Background: an optimization exercise with open tools, aiming at small area, a short achievable clock period and few clock cycles per item. Do not read the settings as production practice. Where RTL was checked, it was by simulation tests only, not by an equivalence proof against the original. No functional check of the RTL was part of runs 1, 5 and 6.

## flow/design.v (module list and top-level ports; edited modules follow where they fit)
// module me_fa: 4 lines
// module me_ha: 4 lines
// module me_fa1: 4 lines
// module me_xnor2: 3 lines
// module me_or2: 3 lines
// module me_sqc: 1459 lines
// module me_mulc: 3147 lines
// module me_suma: 388 lines
// module me_sumnb: 192 lines
// module me_esct: 295 lines
// module me_por: 83 lines
// module me_addbk: 214 lines
// module me_addbk21: 203 lines
// module me_addp: 139 lines
// module me_pand: 83 lines
// module mandel_engine: 201 lines
module mandel_engine (
    input             clk,
    input             reset,      
    input             start,      
    input  [31:0]     x,          
    input  [31:0]     y,          
    input  [20:0]     delta,      
    output            busy,       
    output reg        wr_en,      
    output reg [8:0]  wr_addr,    
    output reg [15:0] wr_data     
);
  // ...
==> flow/flow/run.sh <==
#!/bin/bash
# Standard ORFS layout, with two changes to how it is made (the SDC, the
# period and the constraints are the standard flow's, unchanged):
#  - timing repair is asked to leave MARGIN ns of setup slack, so it
#    optimises the paths as if the clock were faster than the 20 ns it is
#    signed off at;
#  - the port buffers that the standard flow inserts on every input and
#    output are plain buf cells (buffer_ports -buffer_cell).
# Each make run writes its full output to its own log here; ORFS keeps the
# per-step logs under orfs/logs.
set -euo pipefail
MARGIN=${MARGIN:-15}
PORTBUF=${PORTBUF:-sky130_fd_sc_hd__buf_1}
bash standard.sh synth > synth.log 2>&1
bash standard.sh SETUP_SLACK_MARGIN=$MARGIN "BUFFER_PORTS_ARGS=-buffer_cell $PORTBUF" finish > layout.log 2>&1
==> flow/standard.sh <==
#!/bin/bash
# synth_recipe.tcl (not shown) runs the flow's synth.tcl, then flattens the netlist and writes it again
# the make line also repeats each setting of config.mk as NAME=value (left out here)
make -C /OpenROAD-flow-scripts/flow DESIGN_CONFIG=/design/flow/config.mk WORK_HOME=/design/flow/orfs CLKGATE_MAP_FILE= SYNTH_SCRIPT=/design/flow/synth_recipe.tcl "${@:-finish}"
==> flow/config.mk <==
export PLATFORM = sky130hd
export DESIGN_NAME = mandel_engine
export DESIGN_NICKNAME = mandel_engine
export VERILOG_FILES = /design/flow/design.v
export SDC_FILE = /design/flow/constraint.sdc
export NUM_CORES = 4
export LEC_CHECK = 0
export CAP_MARGIN = 20
export CORE_MARGIN = 2
export CORE_UTILIZATION = 50
export CTS_CLUSTER_DIAMETER = 100
export CTS_CLUSTER_SIZE = 25
export SLEW_MARGIN = 20
export SYNTH_HIERARCHICAL = 1
export SYNTH_MINIMUM_KEEP_SIZE = 0
==> flow/constraint.sdc <==
create_clock -name core_clock -period 20.0 [get_ports {clk}]
set_input_delay 4.0000 -clock core_clock [delete_from_list [all_inputs] [get_ports {clk}]]
set_output_delay 4.0000 -clock core_clock [all_outputs]
set_load 0.01 [all_outputs]
==> flow_metrics.env, run 1 <==
export IMPL_vias_per_cell=5.71
export IMPL_nonClkBufAreaFrac_pct=3.65
export IMPL_final_clk_cell_share_pct=2.07
export IMPL_crit_family="flip-flops"
export IMPL_met2_track_usage_gr_pct=46.1
export IMPL_timing_setup_critical_path_class="reg2out"
export IMPL_placement_cell_area_sq_um=70000
export IMPL_avgSynthCellArea_sq_um=10.5
export IMPL_fin_crit_sh_pct=25.8
export IMPL_final_cells=8276
export IMPL_layout_cells_sized_above_1_pct=12.7
export IMPL_tritoncts_clock_tree="done"
export IMPL_numPortBuffers=114
export IMPL_fin_skew_ps=56.4
export IMPL_cts_buffers=44
export IMPL_timing_critical_path_arrival_ps=1150
export IMPL_setup_viol_count_final=0
export IMPL_cts_repair_resize_count=190
export IMPL_grt_antenna_before_repair=7
export IMPL_wl_met1_mm=88.6
export IMPL_ant_nets=0
export IMPL_regArea_sq_um=15700
export IMPL_status="finished clean"
export IMPL_fillCellCount=12600
export IMPL_met3_length_mm=19.9
export IMPL_achievable_frequency_ghz=0.194
export IMPL_route_detailed_drc=0
export IMPL_synth_cells=6826
export IMPL_number_of_levels_the_h_tree_was_split_into=2
export IMPL_worst_slew_pin_transition_ps=1120
export IMPL_detailedPlace_worstSlack_ps=13600
export IMPL_detailedRoute_firstPassIterationCount=6
export IMPL_final_worst_slack_ps=14850
export IMPL_setup_worst_path_start="running$_SDFFE_PP0P_"
==> module mandel_engine, before the edit <==
module mandel_engine (
    input             clk,
    input             reset,      
    input             start,      
    input  [31:0]     x,          
    input  [31:0]     y,          
    input  [20:0]     delta,      
    output            busy,       
    output reg        wr_en,      
    output reg [8:0]  wr_addr,    
    output reg [15:0] wr_data     
);
reg        running;       
reg        idle;          
reg        ini;           
reg [31:0] gc;            
reg [31:0] gdn;           
reg [20:0] dr;            
reg [8:0]  gw;            
reg        gv;            
assign busy = running;
wire [31:0] sum_c;       
wire       row_end = (gw[3:0] == 4'd15);
wire       dir     = gw[4];
wire [8:0] gwa     = {gw[8:4], dir ? ~gw[3:0] : gw[3:0]};
reg [30:0] ra, rb;        
reg [31:0] dab;           
reg [31:0] c0, d0;        
reg [7:0]  k0;            
reg        e0;            
reg        f0;            
reg [62:0] sv0;           
reg [1:0]  pi0;           
reg [8:0]  wa0;           
reg [11:0] p30;           
reg        act0;
reg [31:0] xan, yan;          
reg [31:0] xbn, ybn;          
reg        ca, cb;            
reg [30:0] xabn, yabn;        
reg        cab;
reg        z1;                
reg        cyc1;
reg [31:0] c1, d1;
reg [7:0]  k1;                
reg [62:0] sv1;
reg [1:0]  pi1;
reg [8:0]  wa1;
reg [11:0] p31;
reg        act1;
wire [33:0] txa, tya, txb, tyb, txab, tyab;
me_sqc  sqa (.r(ra), .X(txa), .Y(tya));            
me_sqc  sqb (.r(rb), .X(txb), .Y(tyb));            
me_mulc mab (.r(ra), .D(dab), .X(txab), .Y(tyab));   
wire tca  = (~txa[1] & ~tya[1])   | ((~txa[1] | ~tya[1])   & ~txa[0] & ~tya[0]);
wire tcb  = (~txb[1] & ~tyb[1])   | ((~txb[1] | ~tyb[1])   & ~txb[0] & ~tyb[0]);
wire tcab = (~txab[1] & ~tyab[1]) | ((~txab[1] | ~tyab[1]) & ~txab[0] & ~tyab[0]);
wire big_a = (ra >= 31'h10100000) & (ra < 31'h2D000000);
wire big_b = (rb >= 31'h10100000) & (rb < 31'h2D000000);
wire ee   = act0 & ~f0 & (big_a | big_b);     
wire fin  = (act0 & f0) | ee;                 
wire last = (pi0 == 2'd3);
wire take = (~act0 | (fin & last)) & gv;      
wire nw   = fin | take;                       
wire inword = act0 & ~last;
wire [7:0] k0p1 = k0 + 8'd1;
wire [7:0] kk = f0 ? k0 : k0p1;
wire [3:0] pm = (kk > 8'd133) ? 4'd15 : (
                (kk > 8'd96)  ? 4'd14 : (
                (kk > 8'd69)  ? 4'd13 : (
                (kk > 8'd50)  ? 4'd12 : (
                (kk > 8'd36)  ? 4'd11 : (
                (kk > 8'd26)  ? 4'd10 : (
                (kk > 8'd19)  ? 4'd9  : (
                (kk > 8'd13)  ? 4'd8  : (
                (kk > 8'd10)  ? 4'd7  : (
                (kk >= 8'd7)  ? 4'd6  : (
                (kk >= 8'd5)  ? 4'd5  : kk[3:0] ))))))))));
wire [3:0] pix = (f0 & ~e0) ? 4'd0 : pm;
wire [62:0] st = {ra, dab};
wire cmp_en = (k0[7:3] != 5'd0) & ~nw;
wire save   = (k0[2:0] == 3'd7);
always @(posedge clk) begin
    xan  <= txa[33:2];  yan  <= tya[33:2];  ca  <= tca;
    xbn  <= txb[33:2];  ybn  <= tyb[33:2];  cb  <= tcb;
    xabn <= txab[32:2]; yabn <= tyab[32:2]; cab <= tcab;
    z1   <= nw;
    cyc1 <= cmp_en & (st == sv0);
    sv1  <= save ? st : sv0;
    if (nw) begin
        c1 <= inword ? sum_c : gc;
        d1 <= inword ? d0 : gdn;
        k1 <= 8'd0;
    end else begin
        c1 <= c0;
        d1 <= d0;
        k1 <= k0p1;
    end
    pi1  <= take ? 2'd0 : (fin ? pi0 + 2'd1 : pi0);
    wa1  <= take ? gwa : wa0;
    p31  <= fin ? {p30[7:0], pix} : p30;
    act1 <= reset ? 1'b0 : (take | (act0 & ~(fin & last)));
    wr_en   <= ~reset & fin & last;
    wr_addr <= wa0;
    wr_data <= {p30, pix};
end
wire [31:0] xa_g   = ~(xan | {32{z1}});
wire [31:0] ya_g   = ~(yan | {32{z1}});
wire [31:0] xbn_g  = xbn | {32{z1}};
wire [31:0] ybn_g  = ybn | {32{z1}};
wire [30:0] xabn_g = xabn | {31{z1}};
wire [30:0] yabn_g = yabn | {31{z1}};
wire ca_g  = ca & ~z1;
wire cb_g  = cb & ~z1;
wire cab_g = cab & ~z1;
wire [33:0] eun, evn;
me_esct esct (.xan(xan), .yan(yan), .xbn(xbn), .ybn(ybn), .can(~ca), .cbn(~cb), .U(eun), .V(evn));
wire [29:0] e29n = {1'b0, eun[28:0]} + {1'b0, evn[28:0]} + 30'd1;
wire [29:0] e29 = {~e29n[29], 29'd0};
wire [4:0]  eh0 = ~eun[33:29] + ~evn[33:29];
wire [4:0]  eh1 = ~eun[33:29] + ~evn[33:29] + 5'd1;
wire [32:0] oa32 = {1'b0, xan} + {1'b0, yan} + {32'd0, ~ca};
wire [32:0] ob32 = {1'b0, xbn} + {1'b0, ybn} + {32'd0, ~cb};
wire oa = ~oa32[32];
wire ob = ~ob32[32];
wire [4:0] ek = {oa & ob, oa ^ ob, 3'd0};
wire esc = ~z1 & (e29[29] ? (eh1 != ek) : (eh0 != ek));
wire [31:0] au, av, bu, bv;
me_suma  suma  (.xa(xa_g), .ya(ya_g), .xbn(xbn_g), .ybn(ybn_g), .c(c1), .ca(ca_g), .cbn(~cb_g), .U(au), .V(av));
me_sumnb sumnb (.xn(xabn_g), .yn(yabn_g), .dn(d1), .cabn(~cab_g), .U(bu), .V(bv));
wire [31:0] an, nbn, pan, pnb;
me_addp adda (.x(au), .y(av), .S(an), .P(pan));      
me_addp addb (.x(bu), .y(bv), .S(nbn), .P(pnb));     
wire [31:0] bn = nbn ^ pnb;                        
wire [30:0] an_abs = an[30:0]  ^ ({31{an[31]}}  & pan[30:0]);
wire [30:0] bn_abs = nbn[30:0] ^ ({31{nbn[31]}} & pnb[30:0]);    
wire [31:0] dab_n  = nbn ^ ({32{~an[31]}} & pnb);                
always @(posedge clk) begin
    ra  <= an_abs;
    rb  <= bn_abs;
    dab <= dab_n;
    c0  <= c1;      d0 <= d1;
    k0  <= k1;
    e0  <= esc;
    f0  <= esc | cyc1 | (k1 == 8'd255);
    sv0 <= sv1;
    pi0 <= pi1;
    wa0 <= wa1;
    p30 <= p31;
    act0 <= reset ? 1'b0 : act1;
end
wire        cneg = ini | dir;
wire [31:0] cm   = ini ? {6'd0, dr, 5'd0} : {9'd0, dr, 2'd0};
wire        use_c = fin & inword;
wire [31:0] gd_n;
me_addbk addgc (.a(use_c ? c0 : gc), .b(use_c ? {11'd0, dr} : (cm ^ {32{cneg}})),
                .ci(~use_c & cneg), .s(sum_c));
wire [31:0] dm   = ini ? {7'd0, dr, 4'd0} : {11'd0, dr};
me_addbk addgd (.a(gdn), .b(dm ^ {32{ini}}), .ci(ini), .s(gd_n));
always @(posedge clk) begin
    if (reset) begin
        running <= 1'b0;
        idle    <= 1'b1;
        ini     <= 1'b0;
        gv      <= 1'b0;
    end else if (idle) begin
        if (start) begin
            running <= 1'b1;
            idle    <= 1'b0;
            ini     <= 1'b1;
        end
    end else begin
        ini <= 1'b0;
        if (ini) begin
            gv <= 1'b1;
        end else if (take && gw == 9'd511) begin
            gv <= 1'b0;
        end
        if (!ini && !gv && !act0 && !act1) begin
            running <= 1'b0;
            idle    <= 1'b1;
        end
    end
end
always @(posedge clk) begin
    if (idle) begin
        gc  <= x;
        gdn <= ~y;
        dr  <= delta;
    end else begin
        if (ini || (take && !row_end))
            gc <= sum_c;
        if (ini || (take && row_end))
            gdn <= gd_n;
        if (ini)
            gw <= 9'd0;
        else if (take)
            gw <= gw + 9'd1;
    end
end
endmodule
==> inputs of run 2 (changes only) <==
--- a/flow/design.v
+++ b/flow/design.v
@@ -6247,2 +6247,3 @@
 reg [30:0] ra, rb;        
+reg        sa, sb;        
 reg [31:0] dab;           
@@ -6252,3 +6253,3 @@
 reg        f0;            
-reg [62:0] sv0;           
+reg [63:0] sv0;           
 reg [1:0]  pi0;           
@@ -6266,3 +6267,3 @@
 reg [7:0]  k1;                
-reg [62:0] sv1;
+reg [63:0] sv1;
 reg [1:0]  pi1;
@@ -6300,3 +6301,3 @@
 wire [3:0] pix = (f0 & ~e0) ? 4'd0 : pm;
-wire [62:0] st = {ra, dab};
+wire [63:0] st = {sa, ra, sb, rb};
 wire cmp_en = (k0[7:3] != 5'd0) & ~nw;
@@ -6359,4 +6360,4 @@
 always @(posedge clk) begin
-    ra  <= an_abs;
-    rb  <= bn_abs;
+    ra  <= an_abs;  sa <= an[31];
+    rb  <= bn_abs;  sb <= bn[31];
     dab <= dab_n;
--- a/flow/config.mk
+++ b/flow/config.mk
@@ -15 +15,2 @@
 export SYNTH_MINIMUM_KEEP_SIZE = 0
+export TNS_END_PERCENT = 10
==> run 2 against run 1 <==
  * Die area about the same
  * Design area decreased by 1.7%
  * Cell count decreased by 0.48%
  * Fmax increased by 0.81%
  * Wire length decreased by 4.0%
  * Critical path depth unchanged
  * Worst hold slack got worse by 2.7 ps
  * Sequential share of layout area increased by 0.48 points
  * Synthesized area about the same
  * Highest routed layer unchanged
==> flow_metrics.env, run 2 <==
export IMPL_status="finished clean"
export IMPL_cts_buffers=40
export IMPL_timing_slew_headroom_pct=13.2
export IMPL_area_growth_syn_to_layout_pct=1.55
export IMPL_period_needed_ps=5110
export IMPL_ff2ff_path_depth=19
export IMPL_synthesis_area_sq_um=71900
export IMPL_grt_max_degree=75
export IMPL_vias=46400
export IMPL_regToRegSetupSlack_ps=14980
export IMPL_grt_antenna_before_repair=3
export IMPL_rr_startpoint="z1$_DFF_P_"
export IMPL_totalNegativeSetupSlack_ps=0
export IMPL_critPathCapture="wr_addr[7]"
export IMPL_hold_worst_slack_ps=318
export IMPL_timing_critical_path_arrival_ps=1110
export IMPL_cts_hold_buffers=0
export IMPL_routedWlPerCell_um=25.0
export IMPL_drt_initial_drc_count=3692
export IMPL_ant_nets=0
export IMPL_yosys_warnings=7
export IMPL_die_width_um=383
export IMPL_clock_sinks=737
export IMPL_buffer_type_at_the_clock_tree_root="clkbuf_16"
export IMPL_gr_total_overflow=0
export IMPL_core_sq_um=143000
export IMPL_mostFrequentLayoutCell="nand2_1"
export IMPL_timing_critical_path_slowest_stage_cell="dfxtp_2"
export IMPL_startpoint_type_of_the_worst_setup_path="register"
export IMPL_cts_clk_slew_worst_paths_ps=110
export IMPL_timing_setup_critical_path_class="reg2out"
export IMPL_avgSynthCellArea_sq_um=10.6
export IMPL_min_path_type="reg2reg"
export IMPL_worstSetupEndpointType="output port"
export IMPL_number_of_global_route_vias_before_repair=49300
export IMPL_area_of_combinational_cells_with_multiple_inputs_sq_um=50200
export IMPL_grt_total_usage_pct=28.0
export IMPL_fin_skew_ps=47.7
export IMPL_crit_family="flip-flops"
export IMPL_postRouteWirelength_mm=206
export IMPL_synth_cells=6810
export IMPL_syn_nets=8585
export IMPL_numPortBuffers=114
export IMPL_fillCellCount=12700
export IMPL_max_cap_viol_count=0
export IMPL_layout_cells_sized_above_1_pct=10.4
export IMPL_final_net_count=8081
export IMPL_worstPathCellList="buf_6"
export IMPL_final_hold_viol_count=0
export IMPL_vias_per_cell=5.64
export IMPL_achievable_frequency_ghz=0.196
export IMPL_floorplan_io_pins=115
export IMPL_worst_slew_pin_transition_ps=1300
export IMPL_row_cnt=139
export IMPL_route_detailed_drc=0
export IMPL_timing_critical_path_buf_inv=1
export IMPL_n_antenna_cell=0
export IMPL_global_route_wire_length_before_repair_mm=308
export IMPL_initial_cell_density_of_the_core_pct=50.3
export IMPL_mostFrequentLayoutCells="1570 x nand2_1, 1317 x fa_1, 600 x dfxtp_1"
export IMPL_crit_path_max_fanout=1
export IMPL_reg_largest_list="sv0 x64, sv1 x64"
export IMPL_worst_skew_pair_late_latency_ps=660
export IMPL_crit_reg2reg_capture="dab[13]$_DFF_P_"
export IMPL_number_of_levels_the_h_tree_was_split_into=2
export IMPL_dpl_wire_length_mm=146
export IMPL_fin_crit_sh_pct=25.5
export IMPL_detailedRoute_firstPassIterationCount=6
export IMPL_cpPeakStageDelay_ps=340
export IMPL_setup_repair_after_global_routing_missed_its_margin="yes"
export IMPL_die_footprint_sq_um=147000
export IMPL_regArea_sq_um=15800
export IMPL_setup_worst_path_start="wr_addr[7]$_DFF_P_"
export IMPL_slew_viol_final=0
export IMPL_clock_path_buffers=3
export IMPL_place_congestion=0.913
export IMPL_timing_critical_path_required_ps=16000
export IMPL_die_height_um=383
export IMPL_worst_path_stages=1
export IMPL_tritoncts_clock_tree="done"
export IMPL_setup_viol_count_final=0
run 2: cell types whose count changed in the layout (fill, tap and decap cells not counted), moves of 11 or more:
cell	previous run	this run
nand2_1	1546	1570
nand2b_4	26	3
nand2_4	15	0
ha_1	324	335
buf_16	17	6
mux2_2	149	113
nand2b_1	28	58
ha_4	28	13
xnor2_1	296	311
buf_6	31	20
mux2_1	0	35
run 2: stage by stage:
stage | cells | setup WS [ps] | util (%) | cell area, sq um
finish | 8236 | 14890 | 51.0 | 73100
global route | 8236 | 14850 | 51.0 | 73100
CTS | 8186 | 14860 | 50.3 | 71900
detailed placement | 8102 | 13720 | 48.9 | 70000
global placement | 8101 | 13830 | 48.9 | 70000
floorplan | 6810 | 14990 | - | 71900
run 2: worst min path at each step:
stage	from	to	slack, ps	cells after the start
final	pi1[0]$_SDFF_PP0_	pi0[0]$_DFF_P_	320	0
after global placement	wa1[7]$_DFF_P_	wa0[7]$_DFF_P_	310	0
after detailed placement	p31[2]$_DFF_P_	p30[2]$_DFF_P_	310	0
after global routing	sv1[1]$_DFF_P_	sv0[1]$_DFF_P_	330	0
after CTS	sv1[1]$_DFF_P_	sv0[1]$_DFF_P_	320	0
after floorplan	p31[0]$_DFF_P_	p30[0]$_DFF_P_	310	0
run 2: worst reg2reg max path, delay by kind of cell (launching register included):
family                     cells  cell delay, ps
adders and majority gates      4            1700
buffers and inverters          6             920
AOI/OAI and AO/OA              3             840
and+or+nand+nor                4             820
DFF                            1             380
xor gates and xnor gates       2             230
run 2: area by class of cell:
type / count / area share, %
clock inverters: 14 / 0.307
multi-input cells: 5001 / 68.7
inverters: 248 / 1.27
repair buffers: 278 / 3.32
clock buffers: 55 / 1.52
flip-flops and latches: 737 / 21.6
well taps: 1903 / 3.26
run 2: layer usage:
metal / global-route usage, % / share of wire [%]
met1: 39.5 / 43
met2: 43.5 / 45
met3: 5.24 / 8.3
met4: 9.26 / 3.7
met5: 0 / 0.072
run 2: what timing repair did:
action | 4_1_cts | 5_1_grt
pin swaps | 12 | 55
endpoints found under the setup margin | 204 | 175
setup buffers | 10 | 32
hold endpoints to repair | 0 | 0
cloned | 5 | 18
gates resized for setup | 113 | 125
Testbench counts of run 2, summed over its fixed seeds: cycles 4,210,944, pixels 98,304.
==> inputs of run 3 (changes only) <==
--- a/flow/config.mk
+++ b/flow/config.mk
@@ -15,2 +15,2 @@
 export SYNTH_MINIMUM_KEEP_SIZE = 0
-export TNS_END_PERCENT = 10
+export TNS_END_PERCENT = 30
==> run 3 against run 2 <==
  * Setup slack improved by 7.7 ps
  * Flip-flop and latch count did not move
  * Core utilization is 0.30 points lower
  * Clock skew fell by 4.2 ps
  * Register-to-register slack got worse by 20 ps
  * Synthesized cell count unchanged
  * Largest cell class unchanged
  * Critical endpoint is now wr_data[5]
==> flow_metrics.env, run 3 <==
export IMPL_status="finished clean"
export IMPL_layout_cells_sized_above_1_pct=9.93
export IMPL_clock_sinks=737
export IMPL_initial_cell_density_of_the_core_pct=50.3
export IMPL_finish_utilization_pct=50.7
export IMPL_ff2ff_path_depth=9
export IMPL_period_needed_ps=5100
export IMPL_rr_startpoint="dab[15]$_DFF_P_"
export IMPL_placement_cell_area_sq_um=70000
export IMPL_fin_skew_ps=43.5
export IMPL_cts_buffers=40
export IMPL_numPortBuffers=114
export IMPL_regToRegSetupSlack_ps=14960
export IMPL_timing_slew_headroom_pct=15.4
export IMPL_hold_start="sv1[57]$_DFF_P_"
export IMPL_number_of_levels_the_h_tree_was_split_into=2
export IMPL_vias_per_cell=5.62
export IMPL_n_antenna_cell=0
export IMPL_postRouteWirelength_mm=204
export IMPL_timing_critical_path_required_ps=16000
export IMPL_crit_path_max_fanout=1
export IMPL_routedWlPerCell_um=24.8
export IMPL_setup_repair_after_global_routing_missed_its_margin="yes"
export IMPL_cts_hold_buffers=0
export IMPL_holdPathStages=0
export IMPL_timing_setup_critical_path_class="reg2out"
export IMPL_setup_viol_count_final=0
export IMPL_grt_max_degree=75
export IMPL_timing_critical_path_arrival_ps=1100
export IMPL_max_cap_viol_count=0
export IMPL_startpoint_type_of_the_worst_setup_path="register"
export IMPL_dpl_wire_length_mm=146
export IMPL_yosys_warnings=7
export IMPL_hold_worst_slack_ps=320
export IMPL_area_growth_syn_to_layout_pct=0.967
export IMPL_mostFrequentLayoutCell="nand2_1"
export IMPL_post_route_cell_area_sq_um=72600
export IMPL_crit_reg2reg_capture="xabn[10]$_DFF_P_"
export IMPL_crit_family="flip-flops"
export IMPL_detailedRoute_firstPassIterationCount=6
export IMPL_place_inst=8102
export IMPL_synth_cells=6810
export IMPL_timing_hold_worst_endpoint="sv0[57]$_DFF_P_"
export IMPL_grt_antenna_before_repair=3
export IMPL_die_height_um=383
export IMPL_route_detailed_drc=0
export IMPL_number_of_global_route_vias_before_repair=49400
export IMPL_slew_viol_final=0
export IMPL_vias=46100
export IMPL_ant_nets=0
export IMPL_row_cnt=139
export IMPL_cpPeakStageDelay_ps=320
export IMPL_cts_clk_slew_worst_paths_ps=100
export IMPL_floorplan_io_pins=115
export IMPL_min_path_type="reg2reg"
export IMPL_timing_critical_path_slowest_stage_cell="dfxtp_2"
export IMPL_detailedPlace_worstSlack_ps=13720
export IMPL_final_net_count=8060
export IMPL_final_cells=8215
export IMPL_final_worst_slack_ps=14900
export IMPL_place_congestion=0.913
export IMPL_syn_nets=8585
export IMPL_drt_initial_drc_count=3582
export IMPL_gr_total_overflow=0
export IMPL_totalNegativeSetupSlack_ps=0
export IMPL_die_width_um=383
export IMPL_fin_crit_sh_pct=25.5
export IMPL_worstPathCellList="buf_2"
export IMPL_buffer_type_at_the_clock_tree_root="clkbuf_16"
export IMPL_core_sq_um=143000
export IMPL_avgSynthCellArea_sq_um=10.6
export IMPL_grt_total_usage_pct=28.0
export IMPL_worst_slew_pin_transition_ps=1270
export IMPL_mostFrequentLayoutCells="1572 x nand2_1, 1321 x fa_1, 604 x dfxtp_1"
export IMPL_final_hold_viol_count=0
export IMPL_worst_skew_pair_late_latency_ps=660
export IMPL_worstSetupEndpointType="output port"
export IMPL_tritoncts_clock_tree="done"
export IMPL_timing_critical_path_buf_inv=1
export IMPL_achievable_frequency_ghz=0.196
export IMPL_global_route_wire_length_before_repair_mm=308
export IMPL_reg_largest_list="sv0 x64, sv1 x64"
export IMPL_die_footprint_sq_um=147000
export IMPL_synthesis_area_sq_um=71900
export IMPL_clock_path_buffers=3
## run 3: worst max-delay path by stage
stage,start,end,slack [ps],cells past startpoint
after floorplan,z1$_DFF_P_,ra[19]$_DFF_P_,14990,20
final,wr_data[5]$_DFF_P_,wr_data[5],14900,1
after CTS,wr_addr[8]$_DFF_P_,wr_addr[8],14860,1
after global routing,wr_addr[2]$_DFF_P_,wr_addr[2],14840,1
after detailed placement,z1$_DFF_P_,dab[23]$_DFF_P_,13720,18
after global placement,rb[27]$_DFF_P_,gc[30]$_DFFE_PP_,13830,19
## run 3: area by class of cell
| class | instances | area [sq um] |
|---|---|---|
| Fill cell | 12700 | 70500 |
| Multi-Input combinational cell | 5001 | 50100 |
| Sequential cell | 737 | 15800 |
| Tap cell | 1903 | 2380 |
| Timing Repair Buffer | 257 | 2080 |
| Clock buffer | 55 | 1110 |
| Inverter | 248 | 931 |
| Clock inverter | 14 | 224 |
## run 3: metal layers
layer / up-vias / GRT usage, % / wire [um]
met3: 401 / 5.03 / 16400
met2: 2023 / 43.4 / 91800
met4: 0 / 9.41 / 7690
li1: 19900 / - / -
met1: 23800 / 39.7 / 87700
met5: - / 0 / 0
## run 3: timing repair
item | 4_1_cts | 5_1_grt
pin swaps | 15 | 37
setup endpoints to repair | 204 | 162
resized for setup | 142 | 62
cloned | 6 | 8
buffers inserted | 14 | 16
==> inputs of run 4 (changes only) <==
--- a/flow/config.mk
+++ b/flow/config.mk
@@ -15,2 +15 @@
 export SYNTH_MINIMUM_KEEP_SIZE = 0
-export TNS_END_PERCENT = 30
==> run 4 against run 3 <==
  * Worst hold slack better by 0.77 ps
  * Largest cell class unchanged
  * Via count grew 0.11%
  * Sequential share of layout area about the same
  * Register-to-register slack better by 30 ps
  * Non-clock buffer count is the same
  * Wire length is essentially flat
  * Fmax about the same
==> flow_metrics.env, run 4 <==
export IMPL_finish_utilization_pct=50.8
export IMPL_timing_setup_critical_path_class="reg2out"
export IMPL_vias_per_cell=5.62
export IMPL_worstPathCellList="buf_6"
export IMPL_postRouteWirelength_mm=204
export IMPL_dpl_wire_length_mm=146
export IMPL_period_needed_ps=5100
export IMPL_row_cnt=139
export IMPL_reg_largest_list="sv0 x64, sv1 x64"
export IMPL_totalNegativeSetupSlack_ps=0
export IMPL_core_sq_um=143000
export IMPL_mostFrequentLayoutCell="nand2_1"
export IMPL_tritoncts_clock_tree="done"
export IMPL_final_net_count=8060
export IMPL_die_width_um=383
export IMPL_synth_cells=6810
export IMPL_initial_cell_density_of_the_core_pct=50.3
export IMPL_number_of_global_route_vias_before_repair=49400
export IMPL_syn_nets=8585
export IMPL_area_growth_syn_to_layout_pct=1.10
export IMPL_floorplan_io_pins=115
export IMPL_ant_nets=0
export IMPL_slew_viol_final=0
export IMPL_place_inst=8102
export IMPL_route_detailed_drc=0
export IMPL_achievable_frequency_ghz=0.196
export IMPL_status="finished clean"
export IMPL_grt_total_usage_pct=28.0
export IMPL_fin_skew_ps=42.5
export IMPL_vias=46200
export IMPL_grt_antenna_before_repair=3
export IMPL_setup_repair_after_global_routing_missed_its_margin="yes"
export IMPL_timing_critical_path_slowest_stage_cell="dfxtp_2"
export IMPL_cts_hold_buffers=0
export IMPL_final_cells=8217
export IMPL_crit_path_max_fanout=1
export IMPL_global_route_wire_length_before_repair_mm=308
export IMPL_fin_crit_sh_pct=25.5
export IMPL_place_congestion=0.913
export IMPL_timing_critical_path_arrival_ps=1100
export IMPL_timing_critical_path_buf_inv=1
export IMPL_worst_skew_pair_late_latency_ps=650
export IMPL_grt_max_degree=75
export IMPL_crit_family="flip-flops"
export IMPL_cts_clk_slew_worst_paths_ps=100
export IMPL_numPortBuffers=114
export IMPL_die_footprint_sq_um=147000
export IMPL_mostFrequentLayoutCells="1572 x nand2_1, 1321 x fa_1, 597 x dfxtp_1"
export IMPL_gr_total_overflow=0
export IMPL_final_hold_viol_count=0
export IMPL_buffer_type_at_the_clock_tree_root="clkbuf_16"
export IMPL_startpoint_type_of_the_worst_setup_path="register"
export IMPL_detailedRoute_firstPassIterationCount=5
export IMPL_cpPeakStageDelay_ps=340
export IMPL_synthesis_area_sq_um=71900
export IMPL_layout_cells_sized_above_1_pct=10.1
export IMPL_setup_viol_count_final=0
export IMPL_drt_initial_drc_count=3525
export IMPL_yosys_warnings=7
export IMPL_avgSynthCellArea_sq_um=10.6
export IMPL_clock_sinks=737
export IMPL_min_path_type="reg2reg"
export IMPL_timing_critical_path_required_ps=16000
export IMPL_cts_buffers=40
export IMPL_worstSetupEndpointType="output port"
export IMPL_die_height_um=383
export IMPL_clock_path_buffers=3
export IMPL_number_of_levels_the_h_tree_was_split_into=2
export IMPL_timing_slew_headroom_pct=16.5
export IMPL_routedWlPerCell_um=24.8
export IMPL_worst_slew_pin_transition_ps=1250
export IMPL_max_cap_viol_count=0
run 4: final cells by class:
class	count	area [sq um]
timing repair buffer	257	2150
clock inverter	14	224
multi-input combinational	5001	50100
clock buffer	55	1110
sequential	737	15800
antenna	2	5.00
inverter	248	931
fill	12700	70400
tap	1903	2380
run 4: worst paths after layout:
| kind | from | to | slack, ps | cells past startpoint |
|---|---|---|---|---|
| worst max-delay path | wr_addr[8]$_DFF_P_ | wr_addr[8] | 14900 | 1 |
| worst min register to register | sv1[57]$_DFF_P_ | sv0[57]$_DFF_P_ | 320 | 0 |
| worst min-delay path | sv1[57]$_DFF_P_ | sv0[57]$_DFF_P_ | 320 | 0 |
| worst max register to register | z1$_DFF_P_ | dab[27]$_DFF_P_ | 14990 | 18 |
run 4: repair_timing:
item,CTS,global route
setup endpoints to repair,204,144
pin swaps,15,37
gates cloned,6,8
setup buffers,14,16
resized for setup,148,82
run 4: metrics by stage:
| stage | instance area [sq um] | worst slack, ps | hold WS [ps] |
|---|---|---|---|
| after detailed placement | 70000 | 13720 | 312 |
| after CTS | 72100 | 14860 | 316 |
| after global placement | 70000 | 13830 | 310 |
| final | 72700 | 14900 | 320 |
| after global routing | 72700 | 14850 | 328 |
| after floorplan | 71900 | 14990 | 310 |
run 4: layer usage:
metal  track usage [%]  share of wire, %  vias up
met5                 0                 0        -
met4              9.41               3.8        0
met3              5.03               8.0      414
met2              43.4                45     2005
met1              39.7                43    23900
li1                  -                 -    19900
==> inputs of run 5 (changes only) <==
--- a/flow/design.v
+++ b/flow/design.v
@@ -6235,3 +6235,3 @@
 reg        idle;          
-reg        ini;           
+reg        ini, ini2;     
 reg [31:0] gc;            
@@ -6247,3 +6247,2 @@
 reg [30:0] ra, rb;        
-reg        sa, sb;        
 reg [31:0] dab;           
@@ -6253,3 +6252,3 @@
 reg        f0;            
-reg [63:0] sv0;           
+reg [62:0] sv0;           
 reg [1:0]  pi0;           
@@ -6267,3 +6266,3 @@
 reg [7:0]  k1;                
-reg [63:0] sv1;
+reg [62:0] sv1;
 reg [1:0]  pi1;
@@ -6301,3 +6300,3 @@
 wire [3:0] pix = (f0 & ~e0) ? 4'd0 : pm;
-wire [63:0] st = {sa, ra, sb, rb};
+wire [62:0] st = {ra, dab};
 wire cmp_en = (k0[7:3] != 5'd0) & ~nw;
@@ -6360,4 +6359,4 @@
 always @(posedge clk) begin
-    ra  <= an_abs;  sa <= an[31];
-    rb  <= bn_abs;  sb <= bn[31];
+    ra  <= an_abs;
+    rb  <= bn_abs;
     dab <= dab_n;
@@ -6373,10 +6372,11 @@
 end
-wire        cneg = ini | dir;
-wire [31:0] cm   = ini ? {6'd0, dr, 5'd0} : {9'd0, dr, 2'd0};
 wire        use_c = fin & inword;
-wire [31:0] gd_n;
-me_addbk addgc (.a(use_c ? c0 : gc), .b(use_c ? {11'd0, dr} : (cm ^ {32{cneg}})),
-                .ci(~use_c & cneg), .s(sum_c));
-wire [31:0] dm   = ini ? {7'd0, dr, 4'd0} : {11'd0, dr};
-me_addbk addgd (.a(gdn), .b(dm ^ {32{ini}}), .ci(ini), .s(gd_n));
+wire        use_d = ini2 | (take & row_end);
+wire        cneg  = ini | dir;
+wire [31:0] cm    = ini ? {6'd0, dr, 5'd0} : {9'd0, dr, 2'd0};
+wire [31:0] dm    = ini2 ? ~{7'd0, dr, 4'd0} : {11'd0, dr};
+wire [31:0] ad_a  = use_c ? c0 : (use_d ? gdn : gc);
+wire [31:0] ad_b  = use_c ? {11'd0, dr} : (use_d ? dm : (cm ^ {32{cneg}}));
+wire        ad_ci = use_c ? 1'b0 : (use_d ? ini2 : cneg);
+me_addbk addgc (.a(ad_a), .b(ad_b), .ci(ad_ci), .s(sum_c));
 always @(posedge clk) begin
@@ -6386,2 +6386,3 @@
         ini     <= 1'b0;
+        ini2    <= 1'b0;
         gv      <= 1'b0;
@@ -6394,4 +6395,5 @@
     end else begin
-        ini <= 1'b0;
-        if (ini) begin
+        ini  <= 1'b0;
+        ini2 <= ini;
+        if (ini2) begin
             gv <= 1'b1;
@@ -6400,3 +6402,3 @@
         end
-        if (!ini && !gv && !act0 && !act1) begin
+        if (!ini && !ini2 && !gv && !act0 && !act1) begin
             running <= 1'b0;
@@ -6414,4 +6416,4 @@
             gc <= sum_c;
-        if (ini || (take && row_end))
-            gdn <= gd_n;
+        if (use_d)
+            gdn <= sum_c;
         if (ini)
==> run 5 against run 4 <==
  * Largest cell class unchanged
  * Design area rose by 1.2%
  * Setup slack worse by 140 ps
  * Fmax decreased by 2.6%
  * Flip-flop and latch count down 3
==> flow_metrics.env, run 5 <==
export IMPL_reg_largest_list="sv0 x63, sv1 x63"
export IMPL_grt_antenna_before_repair=9
export IMPL_cts_clk_slew_worst_paths_ps=100
export IMPL_min_path_type="reg2reg"
export IMPL_worstSetupEndpointType="register"
export IMPL_regToRegSetupSlack_ps=14760
export IMPL_core_sq_um=141000
export IMPL_setup_viol_count_final=0
export IMPL_timing_setup_critical_path_class="reg2reg"
export IMPL_avgSynthCellArea_sq_um=10.6
export IMPL_grt_total_usage_pct=30.2
export IMPL_initial_cell_density_of_the_core_pct=50.2
export IMPL_mostFrequentLayoutCells="1407 x nand2_1, 1287 x fa_1, 602 x dfxtp_1"
export IMPL_finish_utilization_pct=52.1
export IMPL_critPathCapture="gc[30]$_DFFE_PP_"
export IMPL_ff2ff_path_depth=19
export IMPL_vias=46200
export IMPL_vias_per_cell=5.69
export IMPL_achievable_frequency_ghz=0.191
export IMPL_mostFrequentLayoutCell="nand2_1"
export IMPL_worst_skew_pair_late_latency_ps=680
export IMPL_global_route_wire_length_before_repair_mm=323
export IMPL_totalNegativeSetupSlack_ps=0
export IMPL_timing_critical_path_required_ps=20440
export IMPL_setup_worst_path_start="ra[25]$_DFF_P_"
export IMPL_buffer_type_at_the_clock_tree_root="clkbuf_16"
export IMPL_max_cap_viol_count=0
export IMPL_postRouteWirelength_mm=217
export IMPL_die_height_um=381
export IMPL_tritoncts_clock_tree="done"
export IMPL_timing_slew_headroom_pct=27.6
export IMPL_number_of_global_route_vias_before_repair=49900
export IMPL_die_width_um=381
export IMPL_drt_initial_drc_count=3728
export IMPL_die_footprint_sq_um=145000
export IMPL_crit_reg2reg_capture="gc[30]$_DFFE_PP_"
export IMPL_routedWlPerCell_um=26.7
export IMPL_detailedRoute_firstPassIterationCount=6
export IMPL_worst_slew_pin_transition_ps=1080
export IMPL_ant_nets=0
export IMPL_rr_startpoint="ra[25]$_DFF_P_"
export IMPL_startpoint_type_of_the_worst_setup_path="register"
export IMPL_yosys_warnings=7
export IMPL_synthesis_area_sq_um=70900
export IMPL_dpl_wire_length_mm=157
export IMPL_timing_critical_path_arrival_ps=5680
export IMPL_status="finished clean"
export IMPL_fin_skew_ps=46.8
export IMPL_period_needed_ps=5240
export IMPL_floorplan_io_pins=115
export IMPL_cts_buffers=42
export IMPL_clock_path_buffers=3
export IMPL_clock_sinks=734
export IMPL_grt_max_degree=94
export IMPL_row_cnt=138
export IMPL_route_detailed_drc=0
export IMPL_final_hold_viol_count=0
export IMPL_synth_cells=6678
export IMPL_syn_nets=8407
export IMPL_hold_worst_slack_ps=330
export IMPL_slew_viol_final=0
export IMPL_layout_cells_sized_above_1_pct=13.8
export IMPL_final_net_count=7932
export IMPL_area_growth_syn_to_layout_pct=3.75
export IMPL_numPortBuffers=114
export IMPL_setup_repair_after_global_routing_missed_its_margin="yes"
export IMPL_holdPathStages=0
export IMPL_fin_crit_sh_pct=26.2
export IMPL_number_of_levels_the_h_tree_was_split_into=2
export IMPL_gr_total_overflow=0
export IMPL_crit_path_max_fanout=6
export IMPL_place_congestion=0.947
run 5: metrics by stage:
stage / worst slack (ps) / cell area (sq um) / instances
final: 14760 / 73600 / 8124
after detailed placement: 13410 / 68900 / 7948
after floorplan: 15030 / 70900 / 6678
after global placement: 13420 / 68900 / 7948
after global routing: 14610 / 73600 / 8121
after CTS: 14740 / 72300 / 8094
run 5: worst min path at each step:
stage               startpoint         endpoint
5_1_grt        sv1[26]$_DFF_P_  sv0[26]$_DFF_P_
3_5_place_dp   sv1[15]$_DFF_P_  sv0[15]$_DFF_P_
6_report        p31[8]$_DFF_P_   p30[8]$_DFF_P_
3_3_place_gp   sv1[32]$_DFF_P_  sv0[32]$_DFF_P_
4_1_cts         sv1[7]$_DFF_P_   sv0[7]$_DFF_P_
2_1_floorplan   p31[0]$_DFF_P_   p30[0]$_DFF_P_
run 5: cell type report:
class,count,area (sq um)
repair buffers,311,2880
clock inverters,23,323
multi-input cells,4884,50300
inverters,230,867
well taps,1890,2360
fillers,12500,67700
clock buffers,49,1090
flip-flops and latches,734,15700
diodes,3,7.51
run 5: what timing repair did:
item,in CTS,in global routing
cloned,13,4
hold buffers,0,0
endpoints found under the setup margin,237,189
gates resized for setup,251,195
pin swaps,49,34
setup buffers,61,22
run 5: critical path, stage by stage (launching register included):
cell	delay, ps
dfxtp_4	360
buf_12	120
or4_4	540
o211ai_4	320
a41oi_4	250
o21bai_4	220
nand2_4	90
buf_12	180
o31a_4	340
fa_2	420
a211oi_2	250
o21ai_2	110
o211ai_1	300
a311o_1	240
o21a_4	180
o21ai_4	60
a21bo_1	220
fa_2	370
xor2_2	160
mux2_2	260
run 5: layer usage:
layer | part of all wire [%] | vias up | global-route usage (%)
met3 | 8.0 | 532 | 5.66
met2 | 47 | 2187 | 48.9
met5 | 0.010 | - | 0
li1 | - | 19600 | -
met4 | 6.1 | 4 | 15.2
met1 | 39 | 23900 | 38.7
==> inputs of run 6 (changes only) <==
--- a/flow/design.v
+++ b/flow/design.v
@@ -6372,3 +6372,3 @@
 end
-wire        use_c = fin & inword;
+wire        sel_d = ini2 | (row_end & ~ini);
 wire        use_d = ini2 | (take & row_end);
@@ -6377,5 +6377,5 @@
 wire [31:0] dm    = ini2 ? ~{7'd0, dr, 4'd0} : {11'd0, dr};
-wire [31:0] ad_a  = use_c ? c0 : (use_d ? gdn : gc);
-wire [31:0] ad_b  = use_c ? {11'd0, dr} : (use_d ? dm : (cm ^ {32{cneg}}));
-wire        ad_ci = use_c ? 1'b0 : (use_d ? ini2 : cneg);
+wire [31:0] ad_a  = inword ? c0 : (sel_d ? gdn : gc);
+wire [31:0] ad_b  = inword ? {11'd0, dr} : (sel_d ? dm : (cm ^ {32{cneg}}));
+wire        ad_ci = inword ? 1'b0 : (sel_d ? ini2 : cneg);
 me_addbk addgc (.a(ad_a), .b(ad_b), .ci(ad_ci), .s(sum_c));
==> run 6 against run 5 <==
  * Global-route usage is 0.69 points lower
  * Fmax increased by 1.5%
  * Highest routed layer unchanged
==> flow_metrics.env, run 6 <==
export IMPL_buffer_type_at_the_clock_tree_root="clkbuf_16"
export IMPL_worstSetupEndpointType="register"
export IMPL_fin_crit_sh_pct=25.8
export IMPL_gr_total_overflow=0
export IMPL_initial_cell_density_of_the_core_pct=50.3
export IMPL_worst_slew_pin_transition_ps=1110
export IMPL_synth_cells=6724
export IMPL_area_growth_syn_to_layout_pct=2.70
export IMPL_reg_largest_list="sv0 x63, sv1 x63"
export IMPL_cts_buffers=43
export IMPL_timing_critical_path_required_ps=20590
export IMPL_drt_initial_drc_count=3861
export IMPL_core_sq_um=141000
export IMPL_mostFrequentLayoutCells="1447 x nand2_1, 1301 x fa_1, 595 x dfxtp_1"
export IMPL_timing_critical_path_arrival_ps=5750
export IMPL_max_cap_viol_count=0
export IMPL_synthesis_area_sq_um=70900
export IMPL_timing_setup_critical_path_class="reg2reg"
export IMPL_mostFrequentLayoutCell="nand2_1"
export IMPL_crit_path_max_fanout=5
export IMPL_slew_viol_final=0
export IMPL_place_congestion=0.931
export IMPL_min_path_type="reg2reg"
export IMPL_vias_per_cell=5.75
export IMPL_cts_clk_slew_worst_paths_ps=100
export IMPL_floorplan_io_pins=115
export IMPL_status="finished clean"
export IMPL_vias=46800
export IMPL_number_of_global_route_vias_before_repair=50200
export IMPL_postRouteWirelength_mm=213
export IMPL_timing_slew_headroom_pct=25.3
export IMPL_finish_utilization_pct=51.6
export IMPL_final_hold_viol_count=0
export IMPL_totalNegativeSetupSlack_ps=0
export IMPL_row_cnt=138
export IMPL_number_of_levels_the_h_tree_was_split_into=2
export IMPL_worst_skew_pair_late_latency_ps=690
export IMPL_dpl_wire_length_mm=149
export IMPL_die_footprint_sq_um=145000
export IMPL_layout_cells_sized_above_1_pct=12.1
export IMPL_detailedRoute_firstPassIterationCount=6
export IMPL_clock_sinks=734
export IMPL_die_height_um=381
export IMPL_final_net_count=7960
export IMPL_setup_viol_count_final=0
export IMPL_numPortBuffers=114
export IMPL_setup_repair_after_global_routing_missed_its_margin="yes"
export IMPL_route_detailed_drc=0
export IMPL_grt_max_degree=67
export IMPL_grt_total_usage_pct=29.5
export IMPL_worstPathCellList="buf_12, buf_4, or2_2, ha_1, fa_1, fa_1, inv_1, ha_4, buf_4, a21oi_2, o22ai_4, o2111ai_4, a2111oi_4, buf_4, nor3_4, a21oi_4, buf_6, buf_6, buf_12, xnor2_4, nand2b_4, xnor2_1"
export IMPL_grt_antenna_before_repair=11
export IMPL_avgSynthCellArea_sq_um=10.5
export IMPL_ant_nets=0
export IMPL_clock_path_buffers=3
export IMPL_achievable_frequency_ghz=0.194
export IMPL_cp_common_cell="buf_4"
export IMPL_yosys_warnings=7
export IMPL_timing_critical_path_slowest_stage_cell="fa_1"
export IMPL_routedWlPerCell_um=26.2
export IMPL_startpoint_type_of_the_worst_setup_path="register"
export IMPL_cpPeakStageDelay_ps=550
export IMPL_period_needed_ps=5160
export IMPL_fin_skew_ps=60.2
export IMPL_syn_nets=8453
export IMPL_tritoncts_clock_tree="done"
export IMPL_die_width_um=381
export IMPL_global_route_wire_length_before_repair_mm=318
[run 6: changes by cell type in the layout (fill, tap and decap cells not counted), moves of 16 or more]
cell / before / now
a21oi_1: 137 / 153
nand2_1: 1407 / 1447
o21ai_0: 60 / 84
o22ai_1: 20 / 1
mux2i_1: 69 / 36
mux2_1: 2 / 30
mux2_2: 140 / 116
a31oi_1: 9 / 41
a22oi_1: 0 / 16
o21ai_1: 50 / 13
nor2_1: 215 / 252
[run 6: path summary, 6_finish.rpt]
check / from / endpoint / slack, ps / depth (start not counted)
setup / recovery: z1$_DFF_P_ / dab[13]$_DFF_P_ / 14840 / 22
hold / removal: sv1[4]$_DFF_P_ / sv0[4]$_DFF_P_ / 310 / 0
setup reg to reg: z1$_DFF_P_ / dab[13]$_DFF_P_ / 14840 / 22
hold reg to reg: sv1[4]$_DFF_P_ / sv0[4]$_DFF_P_ / 310 / 0
[run 6: what timing repair did]
action	CTS	global route
hold buffers	0	0
pin swaps	21	51
setup endpoints to repair	188	167
gates cloned	12	4
buffers inserted	26	40
resized for setup	129	178
[run 6: layout make-up]
type	instances	area [sq um]
antenna	1	2.50
clock buffer	53	1130
clock inverter	21	342
fill	12500	68300
inverter	234	878
multi-input combinational	4925	49900
sequential	734	15700
tap	1890	2360
timing repair buffer	293	2500
[run 6: stage by stage]
stage               hold slack, ps  area, sq um  worst slack, ps  cells
detailed placement             312        68900            12840   7993
global route                   319        72800            14680   8150
global placement               310        68900            12870   7993
finish                         306        72800            14840   8151
CTS                            315        71500            14820   8105
floorplan                      310        70900            15020   6724
[run 6: critical path: cells and delay by family (launching register included)]
kind,cells,cell delay (ps)
xor gates and xnor gates,2,400
buffers and inverters,8,1060
AOI/OAI and AO/OA,5,840
DFF,1,420
adders and majority gates,4,1610
and+or+nand+nor,3,690
[run 6: per-layer routing]
| metal | share of wire, % | vias to the layer above | global-route usage, % | wire [um] |
|---|---|---|---|---|
| li1 | - | 19700 | - | - |
| met1 | 39 | 24100 | 37.5 | 82100 |
| met2 | 46 | 2392 | 47.4 | 97800 |
| met3 | 10 | 607 | 7.68 | 21400 |
| met4 | 5.5 | 6 | 13.2 | 11800 |
| met5 | 0.015 | - | 0 | 32 |

-- afterwards: timing with drivers on the ports --
In the flow no input, the clock included, has a driving cell. The finished layouts below were timed again as built, in two steps.
Step 1 (the two cells are an assumption about what drives the block):
set clk [get_ports {clk}]
set_driving_cell -lib_cell sky130_fd_sc_hd__clkbuf_16 $clk
set_driving_cell -lib_cell sky130_fd_sc_hd__buf_2 [delete_from_list [all_inputs] $clk]
Step 2, shift: input delay + t, output delay - t, t = (earliest + latest rising clock arrival at the registers) / 2. This alone moves slack from input paths to output paths.
Slacks: ideal ports / drivers / drivers and shift; pairs: ideal ports / drivers.
run	t (ns)	setup WS [ns]	worst slew at a driven data input, ns	cell pins on the clock port's net
run 1	0.760	14.850 / 14.769 / 14.985	0.06	1
run 2	0.724	14.891 / 14.808 / 14.980	0.07	1
run 3	0.720	14.899 / 14.815 / 14.964	0.07	1
run 4	0.720	14.897 / 14.814 / 14.986	0.07	1
run 5	0.736	14.761 / 14.761 / 14.761	0.05	1
run 6	0.750	14.837 / 14.769 / 14.837	0.05	1
After both steps every run listed still meets setup and hold.
